This design comes from an exercise in tuning for small area on the open sky130 flow, not from production work. Function was checked by simulation only, so behaviour that the tests miss may differ from the original. No driver is modelled on the clock port, so clocking that relies on it looks cheaper here than on a real chip. Power and IR drop assume default switching activity.

==> design/flow/flow/run.sh <==
#!/bin/bash
# Own layout flow: the standard synthesis; then its combinational logic re-mapped by ABC with
# a few area scripts (registers untouched), each proven equal to the standard netlist, and the
# smallest kept; then the standard layout steps, with small port buffers and a clock tree
# without dummy loads.
set -euo pipefail
here=$(pwd)
YOSYS=$(command -v yosys || echo "$FLOW_HOME/../tools/install/yosys/bin/yosys")
R=$here/orfs/results/$FLOW_PLATFORM/main_proj/base
LIB=$FLOW_HOME/platforms/$FLOW_PLATFORM/lib/sky130_fd_sc_hd__tt_025C_1v80.lib

bash standard.sh synth > $here/1_standard_synth.log 2>&1
cp $R/1_2_yosys.v $here/1_2_yosys_standard.v
export RESYN_LIB=$LIB RESYN_IN=$here/1_2_yosys_standard.v

for c in a b c; do
  ( export RESYN_OUT=$here/1_2_yosys_resyn_$c.v RESYN_ABC=$here/flow/abc_$c.scr RESYN_AREA=$here/area_$c.txt
    if "$YOSYS" -c $here/flow/resyn.tcl > $here/2_resyn_$c.log 2>&1 && \
       "$YOSYS" -c $here/flow/eqv.tcl > $here/3_resyn_equiv_$c.log 2>&1 && \
       "$YOSYS" -c $here/flow/area.tcl > $here/3_area_$c.log 2>&1; then
      echo ok > $here/resyn_ok_$c
    fi ) &
done
wait

best=""; bestarea=""
for c in a b c; do
  [[ -f $here/resyn_ok_$c ]] || continue
  a=$(grep -oE "Chip area for module '.main_proj': [0-9.]+" $here/area_$c.txt | awk '{print $NF}')
  [[ -n "$a" ]] || continue
  if [[ -z "$bestarea" ]] || awk -v x="$a" -v y="$bestarea" 'BEGIN{exit !(x<y)}'; then best=$c; bestarea=$a; fi
done
if [[ -n "$best" ]]; then
  cp $here/1_2_yosys_resyn_$best.v $R/1_2_yosys.v
  echo "using re-mapped netlist $best ($bestarea um2)" > $here/resyn_choice.txt
else
  echo "using standard netlist" > $here/resyn_choice.txt
fi
rm -f $R/1_synth.odb $R/1_synth.sdc
touch $R/1_2_yosys.v

bash standard.sh finish \
  "BUFFER_PORTS_ARGS=-buffer_cell sky130_fd_sc_hd__buf_1" \
  "CTS_ARGS=-sink_clustering_enable -repair_clock_nets -dont_use_dummy_load -buf_list sky130_fd_sc_hd__clkbuf_4" \
  > $here/4_standard_finish.log 2>&1
==> design/flow/flow/abc_a.scr <==
strash
balance -l; resub -K 6 -l; rewrite -l; resub -K 6 -N 2 -l; refactor -l; resub -K 8 -l; balance -l; resub -K 8 -N 2 -l; rewrite -l; resub -K 10 -l; rewrite -z -l; resub -K 10 -N 2 -l; balance -l; resub -K 12 -l; refactor -z -l; resub -K 12 -N 2 -l; rewrite -z -l; balance -l
dch -f
amap
strash
balance -l; resub -K 6 -l; rewrite -l; resub -K 6 -N 2 -l; refactor -l; resub -K 8 -l; balance -l; resub -K 8 -N 2 -l; rewrite -l; resub -K 10 -l; rewrite -z -l; resub -K 10 -N 2 -l; balance -l; resub -K 12 -l; refactor -z -l; resub -K 12 -N 2 -l; rewrite -z -l; balance -l
dch -f
amap
strash
dch -f
amap
topo
==> design/flow/flow/abc_b.scr <==
strash; &get -n; &deepsyn -T 60; &put; dch -f; amap; strash; dch -f; amap; topo
==> design/flow/flow/abc_c.scr <==
strash; &get -n; &deepsyn -T 60 -S 7; &put; dch -f; amap; strash; dch -f; amap; topo
==> design/flow/flow/area.tcl <==
# Standard-cell area of a netlist.
yosys -import
read_liberty -lib $::env(RESYN_LIB)
read_verilog $::env(RESYN_OUT)
hierarchy -top main_proj
tee -o $::env(RESYN_AREA) stat -liberty $::env(RESYN_LIB)
==> design/flow/flow/eqv.tcl <==
# Prove the re-mapped netlist equal to the standard one (registers paired by name).
yosys -import
set lib $::env(RESYN_LIB)
read_liberty -ignore_miss_func $lib
read_verilog $::env(RESYN_IN)
yosys rename main_proj gold
read_verilog $::env(RESYN_OUT)
yosys rename main_proj gate
flatten gold gate
yosys rename -hide gold/w:_* gate/w:_* gold/c:_* gate/c:_*
opt_clean
equiv_make gold gate eq
hierarchy -top eq
equiv_simple -seq 2
equiv_induct
equiv_status -assert
==> design/flow/flow/resyn.tcl <==
# Re-map the combinational logic of the standard synthesis netlist with an area-oriented ABC
# script. Every register instance (name, cell type, connections) is kept as it is.
yosys -import
set lib $::env(RESYN_LIB)
set in $::env(RESYN_IN)
set out $::env(RESYN_OUT)
set scr $::env(RESYN_ABC)
read_liberty -ignore_miss_func $lib
read_verilog $in
hierarchy -top main_proj
set ffs [exec grep -oE {sky130_fd_sc_hd__(e?dfxtp|dfxbp|dfrtp|dfstp|dfrbp|dfsbp|dfbbp|sdf|sedf|dl)\w*} $in]
foreach f [lsort -unique $ffs] {
  setattr -mod -set keep_hierarchy 1 $f
}
flatten
opt_clean -purge
abc -liberty $lib -dont_use sky130_fd_sc_hd__probe_p_8 -dont_use sky130_fd_sc_hd__probec_p_8 -dont_use *lpflow* -script $scr main_proj
opt_clean -purge
hilomap -singleton -hicell sky130_fd_sc_hd__conb_1 HI -locell sky130_fd_sc_hd__conb_1 LO main_proj
splitnets main_proj
opt_clean -purge
select main_proj
write_verilog -noattr -nohex -nodec -selected $out
==> design/flow/standard.sh <==
#!/bin/bash
# synth_recipe.tcl (not shown) runs the flow's synth.tcl, then flattens the netlist and writes it again
# the make line also repeats each setting of config.mk as NAME=value (left out here)
make -C /OpenROAD-flow-scripts/flow DESIGN_CONFIG=/design/flow/config.mk WORK_HOME=/design/flow/orfs CLKGATE_MAP_FILE= SYNTH_SCRIPT=/design/flow/synth_recipe.tcl "${@:-finish}"
==> design/flow/config.mk <==
export PLATFORM = sky130hd
export DESIGN_NAME = main_proj
export DESIGN_NICKNAME = main_proj
export VERILOG_FILES = /design/flow/design.v
export SDC_FILE = /design/flow/constraint.sdc
export NUM_CORES = 4
export LEC_CHECK = 0
export CAP_MARGIN = 20
export CORE_MARGIN = 2
export CORE_UTILIZATION = 40
export SLEW_MARGIN = 20
==> design/flow/constraint.sdc <==
create_clock -name core_clock -period 8.0 [get_ports {clk}]
set_input_delay 1.6000 -clock core_clock [delete_from_list [all_inputs] [get_ports {clk}]]
set_output_delay 1.6000 -clock core_clock [all_outputs]
set_load 0.01 [all_outputs]
==> design/flow/design.v <==
`timescale 1ns / 1ps
module main_proj (
input clk,sw0,sw1,bgreen1,bgreen2,byellow1,byellow2,set,rst,run,
output [7:0] seg1,
output [7:0] seg2,
output [2:0] traffic1,traffic2,
output outyl1,outyl2,
output train1,train2);
reg [4:0] m25;
reg [2:0] ph;
wire m_nz = |m25;
wire m_last = m25[4] & m25[3];           
always @(posedge clk) begin
  if (rst) begin
    m25 <= 5'd0;
    ph  <= 3'd0;
  end else begin
    m25 <= m_last ? 5'd0 : m25 + 5'd1;
    if (m_last) ph <= ph + 3'd1;
  end
end
wire tick     = ~m_nz & ~ph[1] & ~ph[0];          
wire clk_2hz  = ph[0] ^ m_nz;                     
wire clk_05hz = ph[2] ^ (ph[1] | ph[0] | m_nz);   
wire en = rst | tick;
assign outyl1 = sw0 & clk_05hz;
assign outyl2 = sw0 & clk_05hz;
assign train1 = sw1 & clk_2hz;
assign train2 = sw1 & ~clk_2hz;
reg [7:0] G, Y;
wire yinc = byellow1;
wire ydec = ~byellow1 & byellow2;
wire ginc = ~byellow1 & ~byellow2 & bgreen1;
wire gdec = ~byellow1 & ~byellow2 & ~bgreen1 & bgreen2;
wire step = en & ~rst & set;
wire yi = step & (yinc | ydec), yd = step & ydec;
wire gi = step & (ginc | gdec), gd = step & gdec;
always @(posedge clk) begin
  if (rst) begin
    Y <= 8'd3;
    G <= 8'd7;
  end else begin
    Y <= Y + {{7{yd}}, yi};
    G <= G + {{7{gd}}, gi};
  end
end
wire gz = ~|G[7:1], yz = ~|Y[7:1];
wire g0 = gz & ~G[0], g1 = gz & G[0], g255 = &G;
wire y0 = yz & ~Y[0], y1 = yz & Y[0], y255 = &Y;
wire geqy = (G == Y);
localparam TG = 2'd0, TY = 2'd1, TS = 2'd2, TD = 2'd3;
reg [7:0] c1, c2;
reg [1:0] t1, t2;
wire c1_big = |c1[7:1];
wire c2_big = |c2[7:1];
wire c1_100 = (c1 == 8'd100), c1_88 = (c1 == 8'd88);
wire c2_100 = (c2 == 8'd100), c2_88 = (c2 == 8'd88);
wire [1:0] t1_set = ~set ? TG :
                    ginc ? (y255 ? TS : geqy ? TY : TD) :
                    gdec ? (y1   ? TS : geqy ? TY : TD) : TG;
wire [1:0] t2_set = ~set ? TS :
                    yinc ? (y0 ? TG : g1   ? TY : TD) :
                    ydec ? (y0 ? TG : g255 ? TY : TD) :
                    ginc ? (y1   ? TG : g0 ? TY : TD) :
                    gdec ? (y255 ? TG : g0 ? TY : TD) : TS;
function [1:0] res(input [1:0] t, input y0, input g0, input geqy);
  case (t)
    TG: res = y0 ? 2'd0 : 2'd1;
    TY: res = g0 ? 2'd0 : geqy ? 2'd1 : 2'd2;
    TS: res = 2'd0;
    default: res = 2'd3;
  endcase
endfunction
wire [1:0] r1 = res(t1, y0, g0, geqy);
wire [1:0] r2 = res(t2, y0, g0, geqy);
wire ctl  = ~rst & ~run & ~sw0 & ~set;
wire k1   = en & (rst | run);                  
wire h1   = en & ~rst & ~run & sw0;            
wire dec1 = en & ctl & c1_big & ~(c1_100 | c1_88);
wire cs1  = en & ctl & ~c1_big;                
wire dec2 = en & ctl & c2_big & ~(c2_100 | c2_88);
wire cs2  = en & ctl & ~c2_big;
wire ld1  = en & ~rst & ~run & ~sw0 & (set | c1_big);
wire ld2  = en & ~rst & ~run & ~sw0 & (set | c2_big);
wire a1c  = ~en | dec1;                        
wire a1g  = (ld1 & ~dec1) | (cs1 & (r1 != 2'd1));
wire a1y  = cs1 & (r1 == 2'd1 || r1 == 2'd2);
wire a1i  = cs1 & (r1 == 2'd3);
wire [7:0] L1 = (a1c ? c1 : a1g ? G : 8'd0) + (dec1 ? 8'hFF : a1y ? Y : 8'd0) + {7'd0, a1i};
wire a2c  = ~en | dec2;
wire a2g  = (ld2 & ~dec2) | (cs2 & (r2 != 2'd1));
wire a2y  = (ld2 & ~dec2) | (cs2 & (r2 != 2'd0));
wire a2i  = cs2 & (r2 == 2'd3);
wire [7:0] L2 = (a2c ? c2 : a2g ? G : 8'd0) + (dec2 ? 8'hFF : a2y ? Y : 8'd0) + {7'd0, a2i};
always @(posedge clk) begin
  c1 <= k1 ? 8'd88 : h1 ? 8'd100 : L1;
  c2 <= k1 ? 8'd88 : h1 ? 8'd100 : L2;
end
always @(posedge clk) if (en) begin
  if (rst) begin
    t1 <= TG; t2 <= TS;
  end else if (run | sw0 | set) begin
    t1 <= t1_set; t2 <= t2_set;
  end else begin
    if (~c1_big)
      case (r1)
        2'd1: t1 <= TY;
        2'd2: t1 <= TS;
        default: t1 <= TG;
      endcase
    if (~c2_big)
      case (r2)
        2'd0: t2 <= TG;
        2'd1: t2 <= TY;
        default: t2 <= TS;
      endcase
  end
end
function [7:0] disp(input [7:0] c);
  reg [4:0] v;
  begin
    v = c[4:0];
    if (c == 8'd100) disp = 8'hAA;
    else if (c == 8'd88) disp = 8'h88;
    else if (c[7:5] != 3'd0 || v == 5'd31 || v < 5'd2) disp = 8'h01;
    else if (v >= 5'd30) disp = {4'd3, 4'd0};
    else if (v >= 5'd20) disp = {4'd2, v[3:0] - 4'd4};
    else if (v >= 5'd10) disp = {4'd1, v[3:0] - 4'd10};
    else disp = {4'd0, v[3:0]};
  end
endfunction
assign seg1 = disp(c1);
assign seg2 = disp(c2);
reg st_on;
reg [1:0] st, ns;
reg [7:0] fc;
wire [7:0] tgt = st[0] ? Y : G;
wire lt = fc < tgt;
always @(posedge clk) if (en) begin
  st_on <= ~(rst | run | set | sw0);
  st <= ns;
  if (~st_on) ns <= 2'd0;
  else if (~lt) ns <= st + 2'd1;
end
wire f_ld = en & ~(st_on & lt);
always @(posedge clk)
  fc <= f_ld ? {~st_on, st_on} : fc + {7'd0, en & st_on & lt};
assign traffic1 = {st_on & ~st[1], 1'b0, st_on & (st[1] | st[0])};
assign traffic2 = {st_on & st[1], 1'b0, st_on & (~st[1] | st[0])};
endmodule
==> impl_metrics.ini, run 1 <==
[clocking]
resized_gates_after_cts = 0
h-tree-depth = 3
worst_setup_hold_path_clk_slew_ps = 100
cts_tree = done
cts_root_buf = sky130_fd_sc_hd__clkbuf_4
postCtsSetupRepairBufs = 0
cts_made_buffers = 9
max-clock-path-buffers = 2
cts.hold.buffers_added = 0
cts.sink_count = 57
worst_skew_pair.late_latency_ps = 400

[timing]
timing.final.crit_period_ps = 5670
maxSlewHeadroom_pct = 37.8
finalHoldViolCount = 0
finalMaxSlewViolations = 0
fmaxAchievable_mhz = 176
timing.setup.tns_ps = 0
timing.final.crit_share_pct = 70.9
setup_viol = 0
fin_skew_ps = 14.9
worst_pin_slew_ps = 921
grt_setup_unrepaired = false

[global_route]
gr-usage-all-layers_pct = 22.6
global_route.overflow_total = 0
grt_pass1_wl_um = 17600
first_global_vias = 3531
grt_max_degree = 20
antenna_found_initial = 0

[final_layout]
synthToLayoutAreaGrowth_pct = 9.59
drive_above_1_share_pct = 1.91
layout.nets = 588
antennaDiodeCount = 0
final_area_um2 = 3930

[worst_setup_path]
crit_start = rst
worstPathMaxFanout = 19
critPathRequiredTime_ps = 8330
crit_path_start_kind = primary input
worst_r2r_startpoint = m25[0]
cpMostUsedCell = sky130_fd_sc_hd__nor2_1
worst_path_dominant_cell_family = simple AND/OR/NAND/NOR gates
critical-path-slowest-cell = sky130_fd_sc_hd__nor2_1
timing.critical_path.buf_inv = 4
critical_path.max_stage_delay_ps = 380
crit_path_end_kind = flop
crit_arrival_ps = 6010
setup.worst_path.class = primary input to flop

[synth]
ys.warnings.count = 1
mappedNetlistArea_um2 = 3590
syn-instance-count = 532
syn_avg_cell_area_um2 = 6.74

[run]
drv_cap = 0

[floorplanning]
die_area_um2 = 9740
effective_utilization_at_floorplan_pct = 41.1
io-pin-count = 36
die_height_um = 98.7
core.rowCount = 34
die_w_um = 98.7
core_area_um2 = 8720

[power_and_ir_drop]
power.ir.vdd_worst_uv = 92.3
pwr-share-clk_pct = 22.3
power_switching_share_pct = 37.0
net-switching-power_mw = 0.255
power_frac_seq_pct = 50.1
leakage_nw = 1.33
power.internal_mw = 0.436
pwr_density_cell_nw_per_um2 = 176
power.combinational.fraction_pct = 27.6

[route]
detail_route.vias_per_cell = 5.81
num_vias = 3976
route.detailed.wl_per_inst_um = 15.6
routed_wl_um = 10600
detail_route.first_pass.iterations = 6
detailedRoute.firstIterationViolations = 305
drcViolationCount = 0
detail-route-antenna-nets = 0

[place]
placer_s_final_routability_congestion_estimate = 0.936
port-buffer-count = 31
hpwl_um = 8140
dpl_cell_area_um2 = 3860

[min_path]
worstHoldStart = ns[1]
hp-class = flop to flop

[outcome]
status = timing/DRC/antenna clean
-- final timing paths --
| check | endpoint | slack [ps] | cells past startpoint |
|---|---|---|---|
| max | c2[7] | 2330 | 26 |
| min | st[1] | 410 | 0 |
| min reg2reg | st[1] | 410 | 0 |
| max reg2reg | c2[7] | 3240 | 25 |
-- cell usage in the layout (no fill, tap or decap), drive strengths merged, types with 2 or more instances in the layout --
master  count
conb        4
a31oi       3
nor3b       2
clkbuf      9
clkinv     66
dfxtp      48
nor2      112
edfxtp      9
nor2b       8
and3        5
o221ai      5
nor4        3
or3         4
o21ai      60
and2        3
a211oi      8
nand4       6
o22ai      30
nand3      12
o21bai      3
or2         8
o32ai       4
nand2      51
o21a       11
o211ai      2
buf        32
o41ai       3
or4         3
a221oi      8
a21oi      29
nor3       16
-- power groups by stage --
stage | logic [mW] | registers (mW) | clock network, mW
2_1_floorplan | 0.139 | 0.343 | 0
3_3_place_gp | 0.186 | 0.353 | 0
3_5_place_dp | 0.188 | 0.352 | 0
4_1_cts | 0.189 | 0.345 | 0.159
5_1_grt | 0.216 | 0.350 | 0.172
6_report | 0.191 | 0.346 | 0.154
-- stage by stage --
| stage | setup slack [ps] | util (%) | hold WS [ps] | std cells | power (mW) |
|---|---|---|---|---|---|
| floorplan | 3200 | - | 400 | 535 | 0.482 |
| global placement | 2270 | 44.2 | 406 | 675 | 0.538 |
| detailed placement | 2050 | 44.2 | 409 | 675 | 0.540 |
| CTS | 2440 | 45.0 | 412 | 684 | 0.693 |
| global route | 1650 | 45.1 | 420 | 684 | 0.738 |
| finish | 2330 | 45.1 | 411 | 684 | 0.691 |
-- worst register-to-register path, stage by stage, from the launching register on --
cell and delay, ps:
sky130_fd_sc_hd__dfxtp_1 330, sky130_fd_sc_hd__nor2_1 150, sky130_fd_sc_hd__nand4_1 170, sky130_fd_sc_hd__nor3_1 560, sky130_fd_sc_hd__clkinv_1 430, sky130_fd_sc_hd__nor2_1 350
sky130_fd_sc_hd__o41ai_1 240, sky130_fd_sc_hd__o21ai_0 400, sky130_fd_sc_hd__nand2_1 80, sky130_fd_sc_hd__o21ai_0 120, sky130_fd_sc_hd__nor2_1 100, sky130_fd_sc_hd__a21oi_1 180
sky130_fd_sc_hd__nand2_1 90, sky130_fd_sc_hd__o21ai_0 140, sky130_fd_sc_hd__nor2_1 80, sky130_fd_sc_hd__nor2_1 130, sky130_fd_sc_hd__nor2_1 70, sky130_fd_sc_hd__a21oi_1 150
sky130_fd_sc_hd__nor2_1 80, sky130_fd_sc_hd__a21oi_1 230, sky130_fd_sc_hd__clkinv_1 110, sky130_fd_sc_hd__o22ai_1 200, sky130_fd_sc_hd__nor2_1 70, sky130_fd_sc_hd__nor2_1 120
sky130_fd_sc_hd__nor2_1 50, sky130_fd_sc_hd__a21oi_1 100
-- metal layers --
layer  global-route usage [%]  wire length [um]  vias to the layer above
met5                        0                 0                        -
met4                     6.95               144                        0
met3                     4.54               659                       15
met2                     35.1              4770                      156
met1                     31.7              5060                     1810
li1                         -                 -                     1995
-- cell type report --
| type | count | area [um^2] |
|---|---|---|
| clock buffer | 9 | 67.6 |
| tap | 108 | 135 |
| timing repair buffer | 32 | 124 |
| fill | 912 | 4790 |
| sequential | 57 | 1230 |
| inverter | 66 | 248 |
| multi-input combinational | 412 | 2130 |
-- registers in the layout, indices dropped and copies added (netlist names) --
name and count:
m25 5, ph 3, c1 8, fc 8, st 2, c2 8
ns 2, st_on 1, t2 2, Y 8, t1 2, G 8
==> run 2: changes to the inputs <==
--- a/design/flow/flow/run.sh
+++ b/design/flow/flow/run.sh
@@ -1,6 +1,6 @@
 #!/bin/bash
 # Own layout flow: the standard synthesis; then its combinational logic re-mapped by ABC with
-# a few area scripts (registers untouched), each proven equal to the standard netlist, and the
+# a few area scripts (one plain, four deepsyn seeds) (registers untouched), each proven equal to the standard netlist, and the
 # smallest kept; then the standard layout steps, with small port buffers and a clock tree
 # without dummy loads.
 set -euo pipefail
@@ -13,7 +13,7 @@
 cp $R/1_2_yosys.v $here/1_2_yosys_standard.v
 export RESYN_LIB=$LIB RESYN_IN=$here/1_2_yosys_standard.v
 
-for c in a b c; do
+for c in a s1 s2 s3 s4; do
   ( export RESYN_OUT=$here/1_2_yosys_resyn_$c.v RESYN_ABC=$here/flow/abc_$c.scr RESYN_AREA=$here/area_$c.txt
     if "$YOSYS" -c $here/flow/resyn.tcl > $here/2_resyn_$c.log 2>&1 && \
        "$YOSYS" -c $here/flow/eqv.tcl > $here/3_resyn_equiv_$c.log 2>&1 && \
@@ -24,7 +24,7 @@
 wait
 
 best=""; bestarea=""
-for c in a b c; do
+for c in a s1 s2 s3 s4; do
   [[ -f $here/resyn_ok_$c ]] || continue
   a=$(grep -oE "Chip area for module '.main_proj': [0-9.]+" $here/area_$c.txt | awk '{print $NF}')
   [[ -n "$a" ]] || continue
==> design/flow/flow/abc_s1.scr (new file) <==
strash; &get -n; &deepsyn -T 90 -S 1; &put; dch -f; amap; strash; dch -f; amap; topo
==> design/flow/flow/abc_s2.scr (new file) <==
strash; &get -n; &deepsyn -T 90 -S 2; &put; dch -f; amap; strash; dch -f; amap; topo
==> design/flow/flow/abc_s3.scr (new file) <==
strash; &get -n; &deepsyn -T 90 -S 3; &put; dch -f; amap; strash; dch -f; amap; topo
==> design/flow/flow/abc_s4.scr (new file) <==
strash; &get -n; &deepsyn -T 90 -S 4; &put; dch -f; amap; strash; dch -f; amap; topo
--- a/design/flow/config.mk
+++ b/design/flow/config.mk
@@ -5,7 +5,8 @@
 export SDC_FILE = /design/flow/constraint.sdc
 export NUM_CORES = 4
 export LEC_CHECK = 0
-export CAP_MARGIN = 20
+export CAP_MARGIN = 0
 export CORE_MARGIN = 2
 export CORE_UTILIZATION = 40
-export SLEW_MARGIN = 20
+export GPL_TIMING_DRIVEN = 0
+export SLEW_MARGIN = 0
removed: design/flow/flow/abc_b.scr
removed: design/flow/flow/abc_c.scr
==> run 2 against run 1 <==
Still clean. Die area down 1.1%. Fmax down 19%. First-iteration DRC count is 31% lower. Flip-flop and latch count unchanged. Synthesized cell count is 1.3% lower. Routed wire length decreased by 2.2%. Setup slack worse by 1400 ps. Register-to-register slack worse by 810 ps. Final cell count down 1.2%. Combinational power rose by about 40%. Largest power group unchanged.
==> impl_metrics.ini, run 2 <==
[clocking]
postCtsSetupRepairBufs = 0
cts.hold.buffers_added = 0
cts_made_buffers = 9
cts_root_buf = sky130_fd_sc_hd__clkbuf_4
max-clock-path-buffers = 2
worst_setup_hold_path_clk_slew_ps = 80
cts.sink_count = 57
cts_tree = done
worst_skew_pair.late_latency_ps = 420
h-tree-depth = 3
resized_gates_after_cts = 0

[final_layout]
layout_commonest_cell = sky130_fd_sc_hd__nor2_1
synthToLayoutAreaGrowth_pct = 9.32
layout_common_cells = sky130_fd_sc_hd__nor2_1, sky130_fd_sc_hd__clkinv_1, sky130_fd_sc_hd__o21ai_0
drive_above_1_share_pct = 1.58
antennaDiodeCount = 0
layout.nets = 580

[timing]
timing.setup.tns_ps = 0
fmaxAchievable_mhz = 142
timing.final.crit_period_ps = 7030
finalMaxSlewViolations = 0
fin_skew_ps = 29.1
finalHoldViolCount = 0
timing.final.crit_share_pct = 87.8
maxSlewHeadroom_pct = 15.4
grt_setup_unrepaired = false
worst_pin_slew_ps = 1260
hold_ws_ps = 426
setup_viol = 0

[floorplanning]
die_height_um = 98.2
io-pin-count = 36
core_area_um2 = 8680
die_w_um = 98.2
die_area_um2 = 9630
effective_utilization_at_floorplan_pct = 40.9
core.rowCount = 34

[min_path]
hp-class = flop to flop
hold-path-cell-count = 0

[worst_setup_path]
setup.worst_path.class = primary input to flop
cpMostUsedCell = sky130_fd_sc_hd__nor2_1
timing.critical_path.buf_inv = 3
critical_path.max_stage_delay_ps = 950
worstPathMaxFanout = 19
crit_arrival_ps = 7300
critPathRequiredTime_ps = 8270
crit_path_start_kind = primary input
worst_path_dominant_cell_family = simple AND/OR/NAND/NOR gates
timing.reg2reg.setup_slack_ps = 2430
crit_path_end_kind = flop
critical-path-slowest-cell = sky130_fd_sc_hd__nor3_1
ff2ff_path_depth = 26
worst-path-stages = 26

[power_and_ir_drop]
leakage_nw = 1.32
pwr_density_cell_nw_per_um2 = 202
power.total_mw = 0.782
power.ir.vdd_worst_uv = 89.4

[global_route]
grt_pass1_wl_um = 17200
gr-usage-all-layers_pct = 22.1
first_global_vias = 3579
global_route.overflow_total = 0
antenna_found_initial = 0
grt_max_degree = 20

[synth]
ys.warnings.count = 1
syn-instance-count = 525
syn_avg_cell_area_um2 = 6.75
mappedNetlistArea_um2 = 3550

[outcome]
status = timing/DRC/antenna clean

[route]
detail-route-antenna-nets = 0
detailedRoute.firstIterationViolations = 209
detail_route.first_pass.iterations = 6
num_vias = 3891
detail_route.vias_per_cell = 5.76
route.detailed.wl_per_inst_um = 15.4
drcViolationCount = 0
routed_wl_um = 10400

[run]
drv_cap = 0

[place]
port-buffer-count = 31
hpwl_um = 7970
placer_s_final_routability_congestion_estimate = 0.916
-- run 2: power breakdown --
part / total [mW] / switching, mW / internal, mW
Sequential: 0.366 / 0.0401 / 0.326
Combinational: 0.267 / 0.177 / 0.0903
Clock: 0.148 / 0.0956 / 0.0521
Total: 0.782 / 0.313 / 0.469
-- run 2: final cells by class --
type / count / area [um^2]
Timing Repair Buffer: 31 / 116
Multi-Input combinational cell: 402 / 2070
Inverter: 69 / 259
Fill cell: 940 / 4800
Tap cell: 108 / 135
Sequential cell: 57 / 1230
Clock buffer: 9 / 67.6
-- run 2: worst register-to-register path, delay by kind of cell (launching register included) --
family	cells	cell delay (ps)
and+or+nand+nor	15	3300
AOI/OAI and AO/OA	9	1360
DFF	1	430
buffers and inverters	2	320
-- run 2: final timing paths --
| check | startpoint | end |
|---|---|---|
| worst min register to register | ns[1] | st[1] |
| worst max-delay path | rst | c1[7] |
| worst max register to register | c1[2] | c1[7] |
| worst min-delay path | ns[1] | st[1] |
-- run 2: per-stage QoR --
stage	area, um^2	worst slack (ps)	cells	util (%)
after floorplan	3560	2310	528	-
after global placement	3810	632	667	43.9
after detailed placement	3810	588	667	43.9
after CTS	3880	942	676	44.7
after global routing	3880	51.9	676	44.7
final	3880	972	676	44.7
-- run 2: metal layers --
metal | part of all wire (%) | GRT usage, %
met1 | 45 | 28.7
met5 | 0 | 0
met4 | 2.5 | 8.75
met2 | 46 | 36.2
met3 | 7.2 | 4.51
==> run 3: changes to the inputs <==
--- a/design/flow/design.v
+++ b/design/flow/design.v
@@ -48,7 +48,7 @@
 wire g0 = gz & ~G[0], g1 = gz & G[0], g255 = &G;
 wire y0 = yz & ~Y[0], y1 = yz & Y[0], y255 = &Y;
 wire geqy = (G == Y);
-localparam TG = 2'd0, TY = 2'd1, TS = 2'd2, TD = 2'd3;
+localparam TG = 2'd0, TY = 2'd2, TS = 2'd1, TD = 2'd3;
 reg [7:0] c1, c2;
 reg [1:0] t1, t2;
 wire c1_big = |c1[7:1];
==> run 3 against run 2 <==
Setup slack worse by 140 ps. Fmax is 1.9% lower. Critical path type unchanged. Core utilization is 0.14 points higher. Sequential power is 7.4% lower. Critical endpoint is now c2[7]. Non-clock buffer count stayed put. Synthesized cell count is 0.76% lower. Clock-buffer cell count stayed put. Critical path depth is 6 higher. Routed wire length is 1.9% lower. Synthesized area is 0.28% higher. Register-to-register slack worse by 580 ps.
==> impl_metrics.ini, run 3 <==
[place]
port-buffer-count = 31
placed_cell_count = 663
dpl_cell_area_um2 = 3820
hpwl_um = 7740
placer_s_final_routability_congestion_estimate = 0.930

[floorplanning]
io-pin-count = 36
die_w_um = 98.3
core.rowCount = 34
effective_utilization_at_floorplan_pct = 41.0
core_area_um2 = 8680
die_height_um = 98.3
die_area_um2 = 9660

[route]
num_vias = 3894
drcViolationCount = 0
detail-route-antenna-nets = 0
detail_route.first_pass.iterations = 5
routed_wl_um = 10200
route.detailed.wl_per_inst_um = 15.2
detail_route.vias_per_cell = 5.79
detailedRoute.firstIterationViolations = 213

[clocking]
worst_skew_pair.late_latency_ps = 420
postCtsSetupRepairBufs = 0
resized_gates_after_cts = 0
cts_root_buf = sky130_fd_sc_hd__clkbuf_4
cts_tree = done
worst_setup_hold_path_clk_slew_ps = 80
cts_made_buffers = 9
cts.sink_count = 57
cts.hold.buffers_added = 0
max-clock-path-buffers = 2
h-tree-depth = 3

[synth]
syn_avg_cell_area_um2 = 6.83
syn-instance-count = 521
ys.warnings.count = 1
mappedNetlistArea_um2 = 3560

[final_layout]
layout.nets = 576
drive_above_1_share_pct = 1.60
final_area_um2 = 3890
synthToLayoutAreaGrowth_pct = 9.36
layout_commonest_cell = sky130_fd_sc_hd__nor2_1
final-instance-count-excl-fill = 673
layout_common_cells = sky130_fd_sc_hd__nor2_1, sky130_fd_sc_hd__clkinv_1, sky130_fd_sc_hd__nand2_1

[worst_setup_path]
timing.reg2reg.setup_slack_ps = 1850
ff2ff_path_depth = 31
crit_path_end_kind = flop
worst_r2r_startpoint = m25[0]
r2r-end = c2[7]
critPathRequiredTime_ps = 8300
critical-path-slowest-cell = sky130_fd_sc_hd__nor2_1
worst-path-stages = 32
crit_path_start_kind = primary input
setup.worst_path.class = primary input to flop
worstPathMaxFanout = 18
critical_path.max_stage_delay_ps = 530
worst_path_dominant_cell_family = simple AND/OR/NAND/NOR gates
crit_arrival_ps = 7470
timing.critical_path.buf_inv = 4
cpMostUsedCell = sky130_fd_sc_hd__nand2_1

[global_route]
grt_max_degree = 19
gr-usage-all-layers_pct = 21.9
antenna_found_initial = 0
first_global_vias = 3647
global_route.overflow_total = 0
grt_pass1_wl_um = 17100

[timing]
fmaxAchievable_mhz = 140
timing.final.crit_period_ps = 7170
finalHoldViolCount = 0
finalMaxSlewViolations = 0
fin_skew_ps = 20.6
timing.setup.tns_ps = 0
setup_viol = 0
grt_setup_unrepaired = false
timing.final.crit_share_pct = 89.6
maxSlewHeadroom_pct = 18.1
worst_pin_slew_ps = 1220

[min_path]
hold_path_end = st[0]
hp-class = flop to flop
hold-path-cell-count = 0
worstHoldStart = ns[0]

[power_and_ir_drop]
pwr_density_cell_nw_per_um2 = 178
leakage_nw = 1.29
power.ir.vdd_worst_uv = 45.7

[run]
drv_cap = 0

[outcome]
status = timing/DRC/antenna clean
run 3: final cells by class:
class,instances,area [um^2]
Timing Repair Buffer,31,116
Multi-Input combinational cell,392,2050
Clock buffer,9,67.6
Tap cell,108,135
Sequential cell,57,1230
Inverter,75,282
Fill cell,940,4790
Antenna cell,1,2.50
run 3: through the flow:
step	hold WS (ps)	power [mW]	util [%]	setup slack [ps]
after floorplan	400	0.485	-	2310
after global placement	401	0.535	44.0	670
after detailed placement	424	0.539	44.0	568
after CTS	429	0.689	44.8	952
after global routing	441	0.739	44.8	122
final	433	0.690	44.8	834
run 3: how the worst max path moves through the flow:
stage / slack (ps) / from / to
global route: 120 / rst / c2[7]
detailed placement: 570 / rst / c2[7]
floorplan: 2310 / rst / c2[7]
global placement: 670 / rst / c2[7]
finish: 830 / rst / c2[7]
CTS: 950 / rst / c2[7]
run 3: routing by layer:
metal / track usage (%) / vias to the layer above / routed length (um)
li1: - / 1967 / -
met4: 10.3 / 0 / 344
met2: 33.4 / 147 / 4440
met1: 29.3 / 1746 / 4720
met5: 0 / - / 0
met3: 5.30 / 34 / 698
run 3: report_power, final:
part | leakage (nW) | switching [mW] | internal, mW
clock network | 0.0414 | 0.102 | 0.0521
logic | 0.765 | 0.130 | 0.0674
registers | 0.485 | 0.0223 | 0.317
run 3: worst register-to-register path: cells and delay by family, from the launching register on:
family	cells	cell delay, ps
buffers and inverters	2	490
DFF	1	340
xor gates and xnor gates	1	90
and+or+nand+nor	17	3010
AOI/OAI and AO/OA	11	2080
==> run 4: changes to the inputs <==
--- a/design/flow/design.v
+++ b/design/flow/design.v
@@ -48,7 +48,7 @@
 wire g0 = gz & ~G[0], g1 = gz & G[0], g255 = &G;
 wire y0 = yz & ~Y[0], y1 = yz & Y[0], y255 = &Y;
 wire geqy = (G == Y);
-localparam TG = 2'd0, TY = 2'd2, TS = 2'd1, TD = 2'd3;
+localparam TG = 2'd0, TY = 2'd1, TS = 2'd2, TD = 2'd3;
 reg [7:0] c1, c2;
 reg [1:0] t1, t2;
 wire c1_big = |c1[7:1];
--- a/design/flow/flow/run.sh
+++ b/design/flow/flow/run.sh
@@ -1,8 +1,8 @@
 #!/bin/bash
 # Own layout flow: the standard synthesis; then its combinational logic re-mapped by ABC with
 # a few area scripts (one plain, four deepsyn seeds) (registers untouched), each proven equal to the standard netlist, and the
-# smallest kept; then the standard layout steps, with small port buffers and a clock tree
-# without dummy loads.
+# smallest kept; then the standard layout steps, with small port buffers, one tie cell for the constant
+# outputs, and a clock tree without dummy loads.
 set -euo pipefail
 here=$(pwd)
 YOSYS=$(command -v yosys || echo "$FLOW_HOME/../tools/install/yosys/bin/yosys")
@@ -42,4 +42,5 @@
 bash standard.sh finish \
   "BUFFER_PORTS_ARGS=-buffer_cell sky130_fd_sc_hd__buf_1" \
   "CTS_ARGS=-sink_clustering_enable -repair_clock_nets -dont_use_dummy_load -buf_list sky130_fd_sc_hd__clkbuf_4" \
+  "SKIP_REPAIR_TIE_FANOUT=1" \
   > $here/4_standard_finish.log 2>&1
==> run 4 against run 3 <==
Still clean on timing, DRC and antenna. Synthesized cell count rose by 0.77%. Worst hold slack lost 7.4 ps. Fmax increased by 0.92%. First-iteration DRC count up 31%. Critical path type unchanged.
==> impl_metrics.ini, run 4 <==
[worst_setup_path]
crit_path_end_kind = flop
critical_path.max_stage_delay_ps = 1000
worst_path_dominant_cell_family = simple AND/OR/NAND/NOR gates
worst_r2r_startpoint = c1[4]
critical-path-slowest-cell = sky130_fd_sc_hd__nor3_1
worstPathMaxFanout = 19
crit_arrival_ps = 7380
cpMostUsedCell = sky130_fd_sc_hd__nor2_1
critPathRequiredTime_ps = 8280
crit_path_start_kind = primary input
setup.worst_path.class = primary input to flop
timing.critical_path.buf_inv = 3
crit_start = rst

[clocking]
resized_gates_after_cts = 0
cts_tree = done
cts_made_buffers = 9
cts.sink_count = 57
worst_setup_hold_path_clk_slew_ps = 80
h-tree-depth = 3
postCtsSetupRepairBufs = 0
worst_skew_pair.late_latency_ps = 410
max-clock-path-buffers = 2
cts_root_buf = sky130_fd_sc_hd__clkbuf_4
cts.hold.buffers_added = 0

[timing]
timing.setup.tns_ps = 0
timing.final.crit_period_ps = 7100
final_critical_path_setup_slack_ps = 900
fmaxAchievable_mhz = 141
timing.final.crit_share_pct = 88.8
setup_viol = 0
maxSlewHeadroom_pct = 14.7
worst_pin_slew_ps = 1280
fin_skew_ps = 27.9
finalMaxSlewViolations = 0
grt_setup_unrepaired = false
finalHoldViolCount = 0

[route]
detail-route-antenna-nets = 0
drcViolationCount = 0
num_vias = 3887
detail_route.vias_per_cell = 5.78
route.detailed.wl_per_inst_um = 15.4
detail_route.first_pass.iterations = 5
routed_wl_um = 10400
detailedRoute.firstIterationViolations = 279

[place]
dp_worst_setup_slack_ps = 581
placer_s_final_routability_congestion_estimate = 0.935
port-buffer-count = 31
hpwl_um = 7970

[synth]
mappedNetlistArea_um2 = 3550
ys.warnings.count = 1
syn_avg_cell_area_um2 = 6.75
syn-instance-count = 525

[global_route]
global_route.overflow_total = 0
gr-usage-all-layers_pct = 22.0
grt_max_degree = 20
grt_pass1_wl_um = 17100
antenna_found_initial = 0
first_global_vias = 3573

[power_and_ir_drop]
pwr-share-clk_pct = 19.1
net-switching-power_mw = 0.316
power_switching_share_pct = 40.2
power.ir.vdd_worst_uv = 92.5
power_frac_seq_pct = 46.7
power.internal_mw = 0.469
leakage_nw = 1.31
power.combinational.fraction_pct = 34.1
pwr_density_cell_nw_per_um2 = 203
power.total_mw = 0.785

[final_layout]
layout_common_cells = sky130_fd_sc_hd__nor2_1, sky130_fd_sc_hd__clkinv_1, sky130_fd_sc_hd__o21ai_0
fillers = 941
synthToLayoutAreaGrowth_pct = 9.00
drive_above_1_share_pct = 1.59
layout.nets = 577
antennaDiodeCount = 0
layout_commonest_cell = sky130_fd_sc_hd__nor2_1

[floorplanning]
effective_utilization_at_floorplan_pct = 40.9
die_w_um = 98.2
die_area_um2 = 9630
core_area_um2 = 8680
core.rowCount = 34
die_height_um = 98.2
io-pin-count = 36

[run]
drv_cap = 0

[min_path]
hp-class = flop to flop
worstHoldStart = ns[1]

[outcome]
status = timing/DRC/antenna clean
[run 4: cell types whose count changed in the layout (fill, tap and decap cells not counted), sizes merged, moves of 5 or more]
cell | previous run | this run
clkinv | 75 | 69
or2 | 9 | 4
nor2 | 99 | 129
nand2 | 52 | 32
a21oi | 26 | 33
o22ai | 40 | 34
[run 4: power by group through the flow]
| stage | Clock (mW) | Combinational, mW | Sequential, mW |
|---|---|---|---|
| floorplan | 0 | 0.195 | 0.358 |
| global placement | 0 | 0.263 | 0.372 |
| detailed placement | 0 | 0.266 | 0.371 |
| CTS | 0.155 | 0.267 | 0.365 |
| global route | 0.163 | 0.302 | 0.370 |
| finish | 0.150 | 0.268 | 0.367 |
[run 4: worst register-to-register path, delay by kind of cell (launching register included)]
family	cells	cell delay [ps]
AND/OR/NAND/NOR	15	3490
AO/OA/AOI/OAI	9	1380
buffers and inverters	2	270
flip-flops	1	390
[run 4: routing by layer]
| layer | share of wire, % | vias to the layer above | routed length [um] | track usage (%) |
|---|---|---|---|---|
| met1 | 46 | 1750 | 4720 | 29.1 |
| met5 | 0 | - | 0 | 0 |
| met3 | 6.5 | 23 | 676 | 3.58 |
| met2 | 46 | 145 | 4740 | 36.2 |
| met4 | 2.2 | 0 | 233 | 7.90 |
| li1 | - | 1969 | - | - |
[run 4: layout make-up]
type                    count  area (um^2)  share of cell area (%)
flip-flops and latches     57         1230                    31.9
well taps                 108          135                    3.50
inverters                  69          259                    6.70
multi-input cells         399         2060                    53.2
repair buffers             31          116                    3.01
clock buffers               9         67.6                    1.75
[run 4: per-stage QoR]
stage	hold slack, ps	cell area, um^2	instances	utilization, %
global route	434	3860	673	44.5
global placement	408	3800	664	43.8
CTS	428	3860	673	44.5
finish	426	3860	673	44.5
floorplan	400	3550	525	-
detailed placement	414	3800	664	43.8
[run 4: path summary, 6_finish.rpt]
| kind | to | slack, ps | depth (start not counted) |
|---|---|---|---|
| worst max-delay path | c1[7] | 900 | 26 |
| worst min-delay path | st[1] | 430 | 0 |
| worst max register to register | c1[7] | 2360 | 26 |
| worst min register to register | st[1] | 430 | 0 |
==> run 5: changes to the inputs <==
--- a/design/flow/design.v
+++ b/design/flow/design.v
@@ -48,7 +48,7 @@
 wire g0 = gz & ~G[0], g1 = gz & G[0], g255 = &G;
 wire y0 = yz & ~Y[0], y1 = yz & Y[0], y255 = &Y;
 wire geqy = (G == Y);
-localparam TG = 2'd0, TY = 2'd1, TS = 2'd2, TD = 2'd3;
+localparam TG = 2'd0, TY = 2'd2, TS = 2'd1, TD = 2'd3;
 reg [7:0] c1, c2;
 reg [1:0] t1, t2;
 wire c1_big = |c1[7:1];
--- a/design/flow/flow/run.sh
+++ b/design/flow/flow/run.sh
@@ -2,7 +2,7 @@
 # Own layout flow: the standard synthesis; then its combinational logic re-mapped by ABC with
 # a few area scripts (one plain, four deepsyn seeds) (registers untouched), each proven equal to the standard netlist, and the
 # smallest kept; then the standard layout steps, with small port buffers, one tie cell for the constant
-# outputs, and a clock tree without dummy loads.
+# outputs, and a clock tree without dummy loads whose buffers are downsized where slew allows.
 set -euo pipefail
 here=$(pwd)
 YOSYS=$(command -v yosys || echo "$FLOW_HOME/../tools/install/yosys/bin/yosys")
@@ -42,5 +42,6 @@
 bash standard.sh finish \
   "BUFFER_PORTS_ARGS=-buffer_cell sky130_fd_sc_hd__buf_1" \
   "CTS_ARGS=-sink_clustering_enable -repair_clock_nets -dont_use_dummy_load -buf_list sky130_fd_sc_hd__clkbuf_4" \
+  "POST_CTS_TCL=$here/flow/clkdown.tcl" \
   "SKIP_REPAIR_TIE_FANOUT=1" \
   > $here/4_standard_finish.log 2>&1
==> design/flow/flow/clkdown.tcl (new file) <==
# Run after CTS: downsize clock-tree buffers one at a time (clkbuf_4 -> clkbuf_2 -> clkbuf_1)
# where the largest flip-flop clock-pin slew, as estimated from placement, stays at most 120 ps.
set_propagated_clock [all_clocks]
proc clk_max_slew {} {
  estimate_parasitics -placement
  set mx 0
  foreach p [get_pins -hierarchical */CLK] {
    set s [get_property $p slew_max]
    if {$s > $mx} { set mx $s }
  }
  return $mx
}
set limit 0.120
puts "clock slew before downsizing: [clk_max_slew]"
foreach inst [get_cells clkbuf_*] {
  set m [get_property $inst ref_name]
  foreach small {sky130_fd_sc_hd__clkbuf_2 sky130_fd_sc_hd__clkbuf_1} {
    replace_cell $inst $small
    if {[clk_max_slew] > $limit} {
      replace_cell $inst $m
      break
    }
    puts "[get_property $inst name]: $m -> $small"
    set m $small
  }
}
puts "clock slew after downsizing: [clk_max_slew]"
estimate_parasitics -placement
--- a/design/flow/config.mk
+++ b/design/flow/config.mk
@@ -7,6 +7,6 @@
 export LEC_CHECK = 0
 export CAP_MARGIN = 0
 export CORE_MARGIN = 2
-export CORE_UTILIZATION = 40
+export CORE_UTILIZATION = 55
 export GPL_TIMING_DRIVEN = 0
 export SLEW_MARGIN = 0
==> run 5 against run 4 <==
Critical endpoint is now c2[7]. Sequential share of layout area rose by 0.29 points. Clock-buffer cell count did not move. Worst hold slack improved by 14 ps. Critical path type unchanged. Critical path depth rose by 8. Fmax is 4.8% higher. Combinational power is 27% lower. Clock skew grew 33 ps. Routed wire length down 5.8%.
==> impl_metrics.ini, run 5 <==
[worst_setup_path]
ff2ff_path_depth = 33
r2r-end = c2[7]
timing.reg2reg.setup_slack_ps = 1830
worst_r2r_startpoint = m25[0]
crit_arrival_ps = 7370
cpMostUsedCell = sky130_fd_sc_hd__nand2_1
crit_path_end_kind = flop
critPathRequiredTime_ps = 8600
setup.worst_path.class = primary input to flop
crit_path_start_kind = primary input
critical-path-slowest-cell = sky130_fd_sc_hd__nor2_1
critical_path.max_stage_delay_ps = 510
worstPathMaxFanout = 18

[floorplanning]
core.rowCount = 29
io-pin-count = 36
core_area_um2 = 6310
die_w_um = 84.4
die_height_um = 84.4
effective_utilization_at_floorplan_pct = 56.3
die_area_um2 = 7120

[global_route]
global_route.overflow_total = 0
gr-usage-all-layers_pct = 28.3
antenna_found_initial = 0
first_global_vias = 3376
grt_max_degree = 19
grt_pass1_wl_um = 16100

[outcome]
status = timing/DRC/antenna clean

[clocking]
worst_skew_pair.late_latency_ps = 710
worst_setup_hold_path_clk_slew_ps = 100
cts.sink_count = 57
cts_tree = done

[min_path]
hp-class = flop to flop
hold_path_end = st[1]
worstHoldStart = ns[1]
hold-path-cell-count = 0

[timing]
worst_pin_slew_ps = 1230
timing.final.crit_period_ps = 6780
fmaxAchievable_mhz = 148
fin_skew_ps = 61.1
final_critical_path_setup_slack_ps = 1220
grt_setup_unrepaired = false
finalMaxSlewViolations = 0
hold_ws_ps = 439
timing.final.crit_share_pct = 84.7
maxSlewHeadroom_pct = 18.0
timing.setup.tns_ps = 0
setup_viol = 0
finalHoldViolCount = 0

[route]
drcViolationCount = 0
num_vias = 3859
detail_route.first_pass.iterations = 5
detailedRoute.firstIterationViolations = 387
routed_wl_um = 9760
route.detailed.wl_per_inst_um = 15.3
detail-route-antenna-nets = 0
detail_route.vias_per_cell = 6.05

[final_layout]
layout_common_cells = sky130_fd_sc_hd__nor2_1, sky130_fd_sc_hd__clkinv_1, sky130_fd_sc_hd__nand2_1
finalCoreUtilization_pct = 60.7
fillers = 612
final_area_um2 = 3830
layout_commonest_cell = sky130_fd_sc_hd__nor2_1
layout.nets = 573
synthToLayoutAreaGrowth_pct = 7.71
final-instance-count-excl-fill = 638
drive_above_1_share_pct = 1.43
antennaDiodeCount = 0

[synth]
mappedNetlistArea_um2 = 3560
ys.warnings.count = 1
syn_avg_cell_area_um2 = 6.83
syn-instance-count = 521

[place]
dpl_cell_area_um2 = 3770
dp_worst_setup_slack_ps = 721
placer_s_final_routability_congestion_estimate = 0.933
hpwl_um = 7320
port-buffer-count = 31
placed_cell_count = 629

[power_and_ir_drop]
power.ir.vdd_worst_uv = 98.8
pwr_density_cell_nw_per_um2 = 177
leakage_nw = 1.28
power.total_mw = 0.678

[run]
drv_cap = 0
==> run 5: worst max-delay path by stage <==
stage / to / startpoint
after global placement: c2[7] / rst
after detailed placement: c2[7] / rst
after global routing: c2[7] / rst
final: c2[7] / rst
after floorplan: c2[7] / rst
==> run 5: final cells by class <==
class,count,area (um^2),share of cell area (%)
Clock buffer,9,61.3,1.60
Inverter,75,282,7.35
Timing Repair Buffer,31,116,3.04
Tap cell,77,96.3,2.52
Multi-Input combinational cell,389,2040,53.3
Sequential cell,57,1230,32.1
==> run 5: per-layer routing <==
metal / part of all wire (%) / up-vias / GRT usage (%)
li1: - / 1968 / -
met1: 47 / 1720 / 39.8
met2: 42 / 145 / 41.1
met3: 7.1 / 26 / 6.98
met4: 3.6 / 0 / 12.6
met5: 0 / - / 0
==> run 5: where the power goes <==
group,leakage (nW),internal (mW),switching (mW)
registers,0.485,0.317,0.0222
clock network,0.0375,0.0450,0.0975
logic,0.755,0.0674,0.129
==> run 5: critical path, delay by kind of cell <==
kind	cells	cell delay [ps]
buf+inv	4	850
simple gates	18	2930
compound gates	11	1890
xor+xnor	1	90
==> run 6: changes to the inputs <==
--- a/design/flow/config.mk
+++ b/design/flow/config.mk
@@ -7,6 +7,6 @@
 export LEC_CHECK = 0
 export CAP_MARGIN = 0
 export CORE_MARGIN = 2
-export CORE_UTILIZATION = 55
+export CORE_UTILIZATION = 40
 export GPL_TIMING_DRIVEN = 0
 export SLEW_MARGIN = 0
==> run 6 against run 5 <==
Still clean. Combinational power is essentially flat. Sequential share of layout area shrank 0.41 points. Clock skew down 16 ps. Synthesized cell count is the same. Core utilization shrank 16 points. Clock power is 8% higher. Setup slack got worse by 220 ps. Register-to-register slack worse by 50 ps.
==> impl_metrics.ini, run 6 <==
[clocking]
worst_setup_hold_path_clk_slew_ps = 100
cts.sink_count = 57
cts_tree = done
worst_skew_pair.late_latency_ps = 440

[power_and_ir_drop]
power.total_mw = 0.690
leakage_nw = 1.28
pwr_density_cell_nw_per_um2 = 178
power.ir.vdd_worst_uv = 49.1

[min_path]
hold-path-cell-count = 0
hold_path_end = st[0]
worstHoldStart = ns[0]
hp-class = flop to flop

[global_route]
use_met3_pct = 4.87
first_global_vias = 3641
gr-usage-all-layers_pct = 22.4
grt_use_met2_pct = 34.2
global_route.overflow_total = 0
top_usage_layer = met2
grt_pass1_wl_um = 17400
grt_util_met1_pct = 30.2
antenna_found_initial = 0
grt_max_degree = 19

[worst_setup_path]
ff2ff_path_depth = 31
worst_path_dominant_cell_family = simple AND/OR/NAND/NOR gates
setup.worst_path.class = primary input to flop
crit_arrival_ps = 7310
critPathRequiredTime_ps = 8320
critical-path-slowest-cell = sky130_fd_sc_hd__nor2_2
timing.reg2reg.setup_slack_ps = 1780
timing.critical_path.buf_inv = 4
worst_r2r_startpoint = m25[0]
critical_path.max_stage_delay_ps = 420
cpMostUsedCell = sky130_fd_sc_hd__nand2_1
crit_path_start_kind = primary input
crit_path_end_kind = flop
worstPathMaxFanout = 18
r2r-end = c2[7]

[timing]
timing.final.crit_share_pct = 87.4
final_critical_path_setup_slack_ps = 1010
finalMaxSlewViolations = 0
grt_setup_unrepaired = false
worst_pin_slew_ps = 1260
fin_skew_ps = 44.8
finalHoldViolCount = 0
fmaxAchievable_mhz = 143
timing.setup.tns_ps = 0
timing.final.crit_period_ps = 6990
setup_viol = 0
maxSlewHeadroom_pct = 15.8

[place]
hpwl_um = 7910
port-buffer-count = 31
placer_s_final_routability_congestion_estimate = 0.885
dp_worst_setup_slack_ps = 524
placed_cell_count = 660

[floorplanning]
effective_utilization_at_floorplan_pct = 41.0
die_height_um = 98.3
core_area_um2 = 8680
die_w_um = 98.3
die_area_um2 = 9660
core.rowCount = 34
io-pin-count = 36

[final_layout]
layout.nets = 573
synthToLayoutAreaGrowth_pct = 9.11
finalCoreUtilization_pct = 44.7
layout_common_cells = sky130_fd_sc_hd__nor2_1, sky130_fd_sc_hd__clkinv_1, sky130_fd_sc_hd__nand2_1
drive_above_1_share_pct = 1.78
layout_commonest_cell = sky130_fd_sc_hd__nor2_1
multi_input_comb_area_um2 = 2050
final-instance-count-excl-fill = 670
seqCellArea_um2 = 1230
fillers = 925

[run]
drv_cap = 0

[route]
num_vias = 3869
detail_route.vias_per_cell = 5.77
drcViolationCount = 0
detail-route-antenna-nets = 0
detailedRoute.firstIterationViolations = 183
detail_route.first_pass.iterations = 5
routed_wl_um = 10400
route.detailed.wl_per_inst_um = 15.5

[synth]
mappedNetlistArea_um2 = 3560
ys.warnings.count = 1
syn-instance-count = 521
syn_avg_cell_area_um2 = 6.83

[outcome]
status = timing/DRC/antenna clean
[run 6: changes by cell type in the layout (fill, tap and decap cells not counted)]
cell / previous run / this run
sky130_fd_sc_hd__clkbuf_2: 1 / 0
sky130_fd_sc_hd__clkbuf_4: 7 / 9
sky130_fd_sc_hd__nor2_1: 99 / 98
sky130_fd_sc_hd__diode_2: 0 / 1
sky130_fd_sc_hd__clkbuf_1: 1 / 0
sky130_fd_sc_hd__nor2_2: 0 / 1
[run 6: cell type report]
class | instances | area share (%)
clock buffer | 9 | 1.74
sequential | 57 | 31.7
inverter | 75 | 7.26
multi-input combinational | 389 | 52.7
tap | 108 | 3.48
antenna | 1 | 0.0645
timing repair buffer | 31 | 3.00
[run 6: where the power goes]
group	switching [mW]	internal, mW	leakage (nW)
combinational	0.130	0.0674	0.755
clock	0.101	0.0521	0.0414
sequential	0.0223	0.317	0.485
[run 6: per-stage QoR]
stage / area [um^2] / hold WS [ps]
finish: 3880 / 436
global route: 3880 / 466
global placement: 3810 / 401
floorplan: 3560 / 400
detailed placement: 3810 / 419
[run 6: worst max-delay path by stage]
stage,cells past startpoint,from,end,slack [ps]
finish,32,rst,c2[7],1010
global route,32,rst,c2[7],130
detailed placement,32,rst,c2[7],520
global placement,32,rst,c2[7],640
floorplan,31,rst,c2[7],2310
[run 6: layer usage]
metal | vias to the layer above | routed length [um]
li1 | 1974 | -
met1 | 1762 | 4870
met2 | 107 | 4610
met3 | 26 | 582
met4 | 0 | 326
met5 | - | 0
==> run 7: changes to the inputs <==
--- a/design/flow/design.v
+++ b/design/flow/design.v
@@ -48,7 +48,7 @@
 wire g0 = gz & ~G[0], g1 = gz & G[0], g255 = &G;
 wire y0 = yz & ~Y[0], y1 = yz & Y[0], y255 = &Y;
 wire geqy = (G == Y);
-localparam TG = 2'd0, TY = 2'd2, TS = 2'd1, TD = 2'd3;
+localparam TG = 2'd0, TY = 2'd1, TS = 2'd2, TD = 2'd3;
 reg [7:0] c1, c2;
 reg [1:0] t1, t2;
 wire c1_big = |c1[7:1];
--- a/design/flow/flow/run.sh
+++ b/design/flow/flow/run.sh
@@ -2,7 +2,7 @@
 # Own layout flow: the standard synthesis; then its combinational logic re-mapped by ABC with
 # a few area scripts (one plain, four deepsyn seeds) (registers untouched), each proven equal to the standard netlist, and the
 # smallest kept; then the standard layout steps, with small port buffers, one tie cell for the constant
-# outputs, and a clock tree without dummy loads whose buffers are downsized where slew allows.
+# outputs, and a clock tree without dummy loads.
 set -euo pipefail
 here=$(pwd)
 YOSYS=$(command -v yosys || echo "$FLOW_HOME/../tools/install/yosys/bin/yosys")
==> design/flow/flow/clkdown.tcl (replaced) <==
# Run after CTS: downsize leaf clock buffers (not the root) from clkbuf_4 to clkbuf_2 where the
# largest flip-flop clock-pin slew, as estimated from placement, stays at most 105 ps.
set_propagated_clock [all_clocks]
proc clk_max_slew {} {
  estimate_parasitics -placement
  set mx 0
  foreach p [get_pins -hierarchical */CLK] {
    set s [get_property $p slew_max]
    if {$s > $mx} { set mx $s }
  }
  return $mx
}
set limit 0.105
puts "clock slew before downsizing: [clk_max_slew]"
foreach inst [get_cells clkbuf_*_f_clk] {
  set m [get_property $inst ref_name]
  if {$m ne "sky130_fd_sc_hd__clkbuf_4"} continue
  replace_cell $inst sky130_fd_sc_hd__clkbuf_2
  if {[clk_max_slew] > $limit} {
    replace_cell $inst $m
  } else {
    puts "[get_property $inst name]: $m -> sky130_fd_sc_hd__clkbuf_2"
  }
}
puts "clock slew after downsizing: [clk_max_slew]"
estimate_parasitics -placement
==> run 7 against run 6 <==
Die area shrank 0.27%. Register-to-register slack gained 580 ps. Non-clock buffer count is the same.
==> impl_metrics.ini, run 7 <==
[route]
detail_route.first_pass.iterations = 5
routed_wl_um = 10400
drcViolationCount = 0
route.detailed.wl_per_inst_um = 15.4
detail_route.vias_per_cell = 5.78
detailedRoute.firstIterationViolations = 279
detail-route-antenna-nets = 0
num_vias = 3887

[worst_setup_path]
timing.critical_path.buf_inv = 3
worst_path_dominant_cell_family = simple AND/OR/NAND/NOR gates
cpMostUsedCell = sky130_fd_sc_hd__nor2_1
setup.worst_path.class = primary input to flop
worstPathMaxFanout = 19
worst-path-stages = 26
critical_path.max_stage_delay_ps = 1000
timing.reg2reg.setup_slack_ps = 2360
worst_r2r_startpoint = c1[4]
r2r-end = c1[7]
worstSetupEndpoint = c1[7]
critical-path-slowest-cell = sky130_fd_sc_hd__nor3_1
ff2ff_path_depth = 26
crit_arrival_ps = 7380
crit_path_start_kind = primary input
critPathRequiredTime_ps = 8280
crit_start = rst
crit_path_end_kind = flop

[floorplanning]
core.rowCount = 34
die_height_um = 98.2
die_area_um2 = 9630
effective_utilization_at_floorplan_pct = 40.9
io-pin-count = 36
die_w_um = 98.2
core_area_um2 = 8680

[place]
hpwl_um = 7970
dpl_cell_area_um2 = 3800
port-buffer-count = 31
placer_s_final_routability_congestion_estimate = 0.935

[final_layout]
layout_commonest_cell = sky130_fd_sc_hd__nor2_1
drive_above_1_share_pct = 1.59
antennaDiodeCount = 0
synthToLayoutAreaGrowth_pct = 9.00
layout_common_cells = sky130_fd_sc_hd__nor2_1, sky130_fd_sc_hd__clkinv_1, sky130_fd_sc_hd__o21ai_0
layout.nets = 577
final_area_um2 = 3860

[synth]
syn-instance-count = 525
syn_avg_cell_area_um2 = 6.75
mappedNetlistArea_um2 = 3550
ys.warnings.count = 1

[min_path]
hp-class = flop to flop
hold-path-cell-count = 0

[global_route]
gr-usage-all-layers_pct = 22.0
global_route.overflow_total = 0
antenna_found_initial = 0
grt_max_degree = 20
first_global_vias = 3573
grt_pass1_wl_um = 17100

[timing]
setup_viol = 0
maxSlewHeadroom_pct = 14.7
worst_pin_slew_ps = 1280
fin_skew_ps = 27.9
timing.final.crit_period_ps = 7100
finalHoldViolCount = 0
timing.setup.tns_ps = 0
grt_setup_unrepaired = false
finalMaxSlewViolations = 0
timing.final.crit_share_pct = 88.8
fmaxAchievable_mhz = 141

[run]
drv_cap = 0

[clocking]
cts.sink_count = 57
cts_tree = done
worst_skew_pair.late_latency_ps = 410
worst_setup_hold_path_clk_slew_ps = 80

[power_and_ir_drop]
pwr-share-clk_pct = 19.1
power.combinational.fraction_pct = 34.1
leakage_nw = 1.31
power.ir.vdd_worst_uv = 92.5
power.internal_mw = 0.469
net-switching-power_mw = 0.316
power_frac_seq_pct = 46.7
power_switching_share_pct = 40.2
power.total_mw = 0.785
pwr_density_cell_nw_per_um2 = 203

[outcome]
status = timing/DRC/antenna clean
run 7: cell count changes in the layout (fill, tap and decap cells not counted), sizes merged, moves of 5 or more:
cell    previous run  this run
nor2              99       129
nand2             52        32
a21oi             26        33
clkinv            75        69
o22ai             40        34
or2                9         4
run 7: worst min-delay path by stage:
stage                     startpoint     to  slack, ps
after global routing           ns[1]  st[1]        430
final                          ns[1]  st[1]        430
after global placement         ns[0]  st[0]        410
after detailed placement       ns[0]  st[0]        410
after floorplan                ns[0]  st[0]        400
run 7: worst register-to-register path, cell delays in order (launching register included):
cell	delay (ps)
sky130_fd_sc_hd__dfxtp_1	390
sky130_fd_sc_hd__clkinv_1	110
sky130_fd_sc_hd__nor2_1	240
sky130_fd_sc_hd__clkinv_1	160
sky130_fd_sc_hd__a22oi_1	260
sky130_fd_sc_hd__or2_0	170
sky130_fd_sc_hd__or3_1	140
sky130_fd_sc_hd__o21ai_0	130
sky130_fd_sc_hd__nor3_1	1000
sky130_fd_sc_hd__nor2_1	280
sky130_fd_sc_hd__o22ai_1	310
sky130_fd_sc_hd__and2_0	190
sky130_fd_sc_hd__nor2_1	60
sky130_fd_sc_hd__nor3_1	220
sky130_fd_sc_hd__nor2_1	80
sky130_fd_sc_hd__nor2b_1	150
sky130_fd_sc_hd__nor2_1	90
sky130_fd_sc_hd__nand2_1	70
sky130_fd_sc_hd__o21ai_0	110
sky130_fd_sc_hd__nor3_1	200
sky130_fd_sc_hd__a21oi_1	80
sky130_fd_sc_hd__and2_0	200
sky130_fd_sc_hd__or3_1	400
sky130_fd_sc_hd__a21oi_1	210
sky130_fd_sc_hd__a21oi_1	80
sky130_fd_sc_hd__o211ai_1	100
sky130_fd_sc_hd__o21ai_0	100
run 7: layout make-up:
| type | instances | area (um^2) |
|---|---|---|
| fillers | 941 | 4810 |
| multi-input cells | 399 | 2060 |
| flip-flops and latches | 57 | 1230 |
| inverters | 69 | 259 |
| well taps | 108 | 135 |
| repair buffers | 31 | 116 |
| clock buffers | 9 | 67.6 |
run 7: metal layers:
metal  part of all wire (%)  GRT usage (%)
met5                      0              0
met4                    2.2           7.90
met3                    6.5           3.58
met2                     46           36.2
met1                     46           29.1
run 7: power groups by stage:
stage	Sequential, mW	Combinational, mW	Clock [mW]
after floorplan	0.358	0.195	0
after global placement	0.372	0.263	0
after detailed placement	0.371	0.266	0
after global routing	0.370	0.302	0.163
final	0.367	0.268	0.150
run 7: metrics by stage:
stage | cells | setup WS, ps | hold slack (ps) | util (%)
6_report | 673 | 900 | 426 | 44.5
5_1_grt | 673 | 289 | 434 | 44.5
3_5_place_dp | 664 | 581 | 414 | 43.8
3_3_place_gp | 664 | 595 | 408 | 43.8
2_1_floorplan | 525 | 2310 | 400 | -
==> run 8: changes to the inputs <==
--- a/design/flow/flow/run.sh
+++ b/design/flow/flow/run.sh
@@ -1,8 +1,13 @@
 #!/bin/bash
-# Own layout flow: the standard synthesis; then its combinational logic re-mapped by ABC with
-# a few area scripts (one plain, four deepsyn seeds) (registers untouched), each proven equal to the standard netlist, and the
-# smallest kept; then the standard layout steps, with small port buffers, one tie cell for the constant
-# outputs, and a clock tree without dummy loads.
+# Own layout flow.
+# 1. the standard synthesis (standard.sh synth), unchanged.
+# 2. Its combinational logic re-mapped by ABC with five area scripts (one plain, four deepsyn
+#    seeds); every register instance is kept as it is. Each result is proven equal to the
+#    standard netlist (Yosys equiv, registers paired by name) and the smallest is kept; if none
+#    passes, the standard netlist is used.
+# 3. The standard layout steps (standard.sh finish) with buf_1 port buffers, one tie cell for
+#    the constant outputs, and a clock tree without dummy loads.
+# Each tool's output goes to its own log file in this folder.
 set -euo pipefail
 here=$(pwd)
 YOSYS=$(command -v yosys || echo "$FLOW_HOME/../tools/install/yosys/bin/yosys")
@@ -42,6 +47,5 @@
 bash standard.sh finish \
   "BUFFER_PORTS_ARGS=-buffer_cell sky130_fd_sc_hd__buf_1" \
   "CTS_ARGS=-sink_clustering_enable -repair_clock_nets -dont_use_dummy_load -buf_list sky130_fd_sc_hd__clkbuf_4" \
-  "POST_CTS_TCL=$here/flow/clkdown.tcl" \
   "SKIP_REPAIR_TIE_FANOUT=1" \
   > $here/4_standard_finish.log 2>&1
removed: design/flow/flow/clkdown.tcl
==> run 8 against run 7 <==
Still clean. Synthesized area did not move. Fmax unchanged. Clock-buffer cell count unchanged. Synthesized cell count stayed put. Setup slack unchanged. Clock power is essentially flat. Final cell count did not move. Critical endpoint unchanged.
==> impl_metrics.ini, run 8 <==
[worst_setup_path]
setup.worst_path.class = primary input to flop
worst_r2r_startpoint = c1[4]
crit_arrival_ps = 7380
timing.reg2reg.setup_slack_ps = 2360
crit_path_start_kind = primary input

[clocking]
worst_setup_hold_path_clk_slew_ps = 80
max-clock-path-buffers = 2
cts_made_buffers = 9
cts_tree = done
postCtsSetupRepairBufs = 0

[route]
drcViolationCount = 0
detailedRoute.firstIterationViolations = 279
routed_wl_um = 10400

[floorplanning]
die_height_um = 98.2
die_w_um = 98.2
effective_utilization_at_floorplan_pct = 40.9
core_area_um2 = 8680

[synth]
mappedNetlistArea_um2 = 3550
ys.warnings.count = 1
syn_avg_cell_area_um2 = 6.75
syn-instance-count = 525

[power_and_ir_drop]
pwr-share-clk_pct = 19.1
net-switching-power_mw = 0.316
power.total_mw = 0.785
power.internal_mw = 0.469
power_switching_share_pct = 40.2

[outcome]
status = timing/DRC/antenna clean

[timing]
worst_pin_slew_ps = 1280
setup_viol = 0
finalHoldViolCount = 0
timing.setup.tns_ps = 0
fin_skew_ps = 27.9
finalMaxSlewViolations = 0

[global_route]
global_route.overflow_total = 0
grt_pass1_wl_um = 17100
grt_max_degree = 20
gr-usage-all-layers_pct = 22.0

[min_path]
worstHoldStart = ns[1]
hp-class = flop to flop

[place]
dpl_cell_area_um2 = 3800
hpwl_um = 7970
port-buffer-count = 31

[final_layout]
drive_above_1_share_pct = 1.59
fillers = 941
final-instance-count-excl-fill = 673
layout_common_cells = sky130_fd_sc_hd__nor2_1, sky130_fd_sc_hd__clkinv_1, sky130_fd_sc_hd__o21ai_0
layout.nets = 577

[run]
drv_cap = 0
run 8: power by group through the flow:
stage / combinational [mW] / sequential, mW / clock (mW)
3_5_place_dp: 0.266 / 0.371 / 0
4_1_cts: 0.267 / 0.365 / 0.155
3_3_place_gp: 0.263 / 0.372 / 0
6_report: 0.268 / 0.367 / 0.150
5_1_grt: 0.302 / 0.370 / 0.163
2_1_floorplan: 0.195 / 0.358 / 0
run 8: layer usage:
| layer | track usage [%] | share of wire [%] |
|---|---|---|
| met5 | 0 | 0 |
| met4 | 7.90 | 2.2 |
| met3 | 3.58 | 6.5 |
| met2 | 36.2 | 46 |
| met1 | 29.1 | 46 |
run 8: cell type report:
class	count	area (um^2)	share of cell area [%]
clock buffers	9	67.6	1.75
inverters	69	259	6.70
multi-input cells	399	2060	53.2
flip-flops and latches	57	1230	31.9
well taps	108	135	3.50
repair buffers	31	116	3.01
run 8: metrics by stage:
step,utilization (%),hold WS (ps),setup WS (ps)
3_3_place_gp,43.8,408,595
2_1_floorplan,-,400,2310
5_1_grt,44.5,434,289
6_report,44.5,426,900
4_1_cts,44.5,428,973
3_5_place_dp,43.8,414,581
run 8: final timing paths:
| check | cells past startpoint | endpoint |
|---|---|---|
| worst min register to register | 0 | st[1] |
| worst max register to register | 26 | c1[7] |
| worst min-delay path | 0 | st[1] |
| worst max-delay path | 26 | c1[7] |
run 8: critical path, cell delays in order:
cell,delay [ps]
sky130_fd_sc_hd__buf_1,410
sky130_fd_sc_hd__nor2_1,330
sky130_fd_sc_hd__clkinv_1,110
sky130_fd_sc_hd__nor2_1,230
sky130_fd_sc_hd__clkinv_1,160
sky130_fd_sc_hd__nor2_1,360
sky130_fd_sc_hd__o21ai_0,250
sky130_fd_sc_hd__nor3_1,1000
sky130_fd_sc_hd__nor2_1,280
sky130_fd_sc_hd__o22ai_1,310
sky130_fd_sc_hd__and2_0,190
sky130_fd_sc_hd__nor2_1,60
sky130_fd_sc_hd__nor3_1,220
sky130_fd_sc_hd__nor2_1,80
sky130_fd_sc_hd__nor2b_1,150
sky130_fd_sc_hd__nor2_1,90
sky130_fd_sc_hd__nand2_1,70
sky130_fd_sc_hd__o21ai_0,110
sky130_fd_sc_hd__nor3_1,200
sky130_fd_sc_hd__a21oi_1,80
sky130_fd_sc_hd__and2_0,200
sky130_fd_sc_hd__or3_1,400
sky130_fd_sc_hd__a21oi_1,210
sky130_fd_sc_hd__a21oi_1,80
sky130_fd_sc_hd__o211ai_1,100
sky130_fd_sc_hd__o21ai_0,100

Setup slack of run 8, layout unchanged: 0.900 ns with ideal ports, 0.912 ns with driving cells assumed (clock clkbuf_16, inputs buf_2), 0.483 ns with port delays also shifted by the 0.429 ns mid clock arrival.
